Source: an optimization exercise on an open RTL-to-GDS flow (aim: small area, a short achievable clock period and few clock cycles per item). Production flows keep margins and buffers that such runs may drop. The RTL was checked by simulation tests, not by an equivalence proof against the original design. Power figures rest on the tool's default switching activity, not on a simulated workload.

// multiplicacion
module multiplicacion #(
    parameter N = 32
    ) (
    input logic clk, rst,
    input logic valid,
    input logic [N-1:0] A, B,
    output logic [2*N-1:0] Mult,
    output logic done
    );
  logic one0;
  logic two0;
  logic neg0;
  logic one1;
  logic two1;
  logic neg1;
  logic one2;
  logic two2;
  logic neg2;
  logic one3;
  logic two3;
  logic neg3;
  logic one4;
  logic two4;
  logic neg4;
  logic one5;
  logic two5;
  logic neg5;
  logic one6;
  logic two6;
  logic neg6;
  logic one7;
  logic two7;
  logic neg7;
  logic one8;
  logic two8;
  logic neg8;
  logic one9;
  logic two9;
  logic neg9;
  logic one10;
  logic two10;
  logic neg10;
  logic one11;
  logic two11;
  logic neg11;
  logic one12;
  logic two12;
  logic neg12;
  logic one13;
  logic two13;
  logic neg13;
  logic one14;
  logic two14;
  logic neg14;
  logic one15;
  logic two15;
  logic neg15;
  logic s1;
  logic c2;
  logic s3;
  logic c4;
  logic s5;
  logic c6;
  logic s7;
  logic c8;
  logic s9;
  logic c10;
  logic s11;
  logic c12;
  logic s13;
  logic c14;
  logic s15;
  logic c16;
  logic s17;
  logic c18;
  logic s19;
  logic c20;
  logic s21;
  logic c22;
  logic s23;
  logic c24;
  logic s25;
  logic c26;
  logic s27;
  logic c28;
  logic s29;
  logic c30;
  logic s31;
  logic c32;
  logic s33;
  logic c34;
  logic s35;
  logic c36;
  logic s37;
  logic c38;
  logic s39;
  logic c40;
  logic s41;
  logic c42;
  logic s43;
  logic c44;
  logic s45;
  logic c46;
  logic s47;
  logic c48;
  logic s49;
  logic c50;
  logic s51;
  logic c52;
  logic s53;
  logic c54;
  logic s55;
  logic c56;
  logic s57;
  logic c58;
  logic s59;
  logic c60;
  logic s61;
  logic c62;
  logic s63;
  logic c64;
  logic s65;
  logic c66;
  logic s67;
  logic c68;
  logic s69;
  logic c70;
  logic s71;
  logic c72;
  logic s73;
  logic c74;
  logic s75;
  logic c76;
  logic s77;
  logic c78;
  logic s79;
  logic c80;
  logic s81;
  logic c82;
  logic s83;
  logic c84;
  logic s85;
  logic c86;
  logic s87;
  logic c88;
  logic s89;
  logic c90;
  logic s91;
  logic c92;
  ...
export LEC_CHECK = 0
export ABC_AREA = 1
export CAP_MARGIN = 20
export CORE_MARGIN = 2
export CORE_UTILIZATION = 55
export GPL_TIMING_DRIVEN = 0
export SLEW_MARGIN = 20
export SYNTH_HIERARCHICAL = 1
create_clock -name core_clock -period 5.0 [get_ports {clk}]
standard.sh (not shown) runs the stock make flow with config.mk's settings and CLKGATE_MAP_FILE= SYNTH_SCRIPT=/design/flow/synth_recipe.tcl, a recipe that flattens the netlist after the stock synthesis.
==> flow/flow/run.sh <==
#!/bin/bash
set -e
cat standard.sh > standard_sh_copy.txt
export BUFFER_PORTS_ARGS="-buffer_cell sky130_fd_sc_hd__buf_4"
bash standard.sh > standard.log 2>&1
The first run completed, yet does not pass: negative setup slack.
Testbench counts at the start, summed over its fixed seeds: cycles 2,408, items 2,400.
==> next run, changes <==
- GPL_ROUTABILITY_DRIVEN: default -> 0
- GPL_TIMING_DRIVEN: 0 -> default
What happened: Now the flow ran to the end with no violations. Sequential power stays flat. Routed wire length shrinks by 6.8%. Clock power went up by about 4%. Hold slack improved by 11 ps. Area after synthesis does not change. Total power drops by 2.4%. Combinational power drops by about 3%. Sequential share of layout area came out lower by 0.13 points. Cell area climbs by 1.4%. First-iteration DRC count falls by 16%.
==> next run, changes <==
- GPL_ROUTABILITY_DRIVEN: 0 -> default
- SETUP_SLACK_MARGIN: default -> 0.65
Effect:
- first-iteration DRC count barely changes
- design area rose by 5.5%
- area after synthesis stays the same

---

Starting RTL as in the previous note.
==> flow/design.v (excerpt) <==
module multiplicacion #(
    parameter N = 32
    ) (
    input logic clk, rst,
    input logic valid,
    input logic [N-1:0] A, B,
    output logic [2*N-1:0] Mult,
    output logic done
    );
export LEC_CHECK = 0
export ABC_AREA = 1
export CAP_MARGIN = 20
export CORE_MARGIN = 2
export CORE_UTILIZATION = 55
export PLACE_DENSITY = 0.75
export SLEW_MARGIN = 20
export SYNTH_HIERARCHICAL = 1
create_clock -name core_clock -period 5.0 [get_ports {clk}]
Scripts as last shown in full above: flow/flow/run.sh
Testbench counts at the start, summed over its fixed seeds: cycles 2,408, items 2,400.
Next try:
--- a/flow/config.mk
+++ b/flow/config.mk
@@ -6,9 +6,8 @@
 export NUM_CORES = 4
 export LEC_CHECK = 0
-export ABC_AREA = 1
+export ABC_AREA = 0
 export CAP_MARGIN = 20
 export CORE_MARGIN = 2
 export CORE_UTILIZATION = 55
-export PLACE_DENSITY = 0.75
 export SLEW_MARGIN = 20
 export SYNTH_HIERARCHICAL = 1
What happened: The new run completed, yet does not pass: negative setup slack. Worst setup slack degrades by 540 ps. Power is higher by 9.6%. Cell area rises by about 20%. Sequential power is higher by about 2%. Global-route usage grows by 8.4 points. Flip-flop and latch count stays the same. Via count climbs by about 50%. Wire length rises by 52%. Hold slack loses 24 ps. Cell count went up by about 35%. Count of clock-buffer cells in the layout goes up by 1.
Next try:
--- a/flow/config.mk
+++ b/flow/config.mk
@@ -6,8 +6,9 @@
 export NUM_CORES = 4
 export LEC_CHECK = 0
-export ABC_AREA = 0
+export ABC_AREA = 1
 export CAP_MARGIN = 20
 export CORE_MARGIN = 2
-export CORE_UTILIZATION = 55
+export CORE_UTILIZATION = 62
+export CTS_BUF_LIST = sky130_fd_sc_hd__clkbuf_4 sky130_fd_sc_hd__clkbuf_8
 export SLEW_MARGIN = 20
 export SYNTH_HIERARCHICAL = 1
=>
- Now the flow produced a clean layout
- routed wire length shrinks by 35%
- via count shrinks by 34%
- count of clock-buffer cells in the layout shrinks by 2
- synthesized cell count shrinks by about 30%
- non-clock buffer count shrinks by 190
- design area shrinks by about 18%

==> re-timing with driven ports <==
How much do the figures lean on ideal ports? The routed layouts below were timed once more, with nothing changed but the port constraints. Step 1 (the two cells are an assumption about what drives the block):
set clk [get_ports {clk}]
set_driving_cell -lib_cell sky130_fd_sc_hd__clkbuf_16 $clk
set_driving_cell -lib_cell sky130_fd_sc_hd__buf_2 [delete_from_list [all_inputs] $clk]
Step 2 also shifts input and output timing later by t, the mid clock arrival at the registers, as if the neighbouring blocks saw the same clock. a / b / c = ideal / step 1 / step 2; a / b = the first two.
| run | t (ns) | slack for setup (ns) | slew at the worst register clock pin (ns) | cell pins on the clock port's net |
|---|---|---|---|---|
| the first run of note 1 | 0.532 | -0.021 / 0.017 / -0.515 | 0.06 / 0.06 | 1 |
| the second run of note 1 | 0.550 | 0.417 / 0.452 / -0.098 | 0.07 / 0.07 | 1 |
| the third run of note 1 | 0.546 | 0.671 / 0.625 / 0.109 | 0.07 / 0.07 | 1 |
| the first run of note 2 | 0.535 | 0.352 / 0.388 / -0.147 | 0.07 / 0.07 | 1 |
| the second run of note 2 | 0.557 | -0.185 / -0.250 / -0.376 | 0.07 / 0.07 | 1 |
| the third run of note 2 | 0.617 | 0.493 / 0.438 / -0.090 | 0.09 / 0.09 | 1 |
With both steps, setup timing fails in the second run of note 1, the first run of note 2 and the third run of note 2, where it was met with ideal ports. The setup slack of the third run of note 2, which loses most, moves by -0.055 ns with the drivers and by -0.583 ns with both steps.
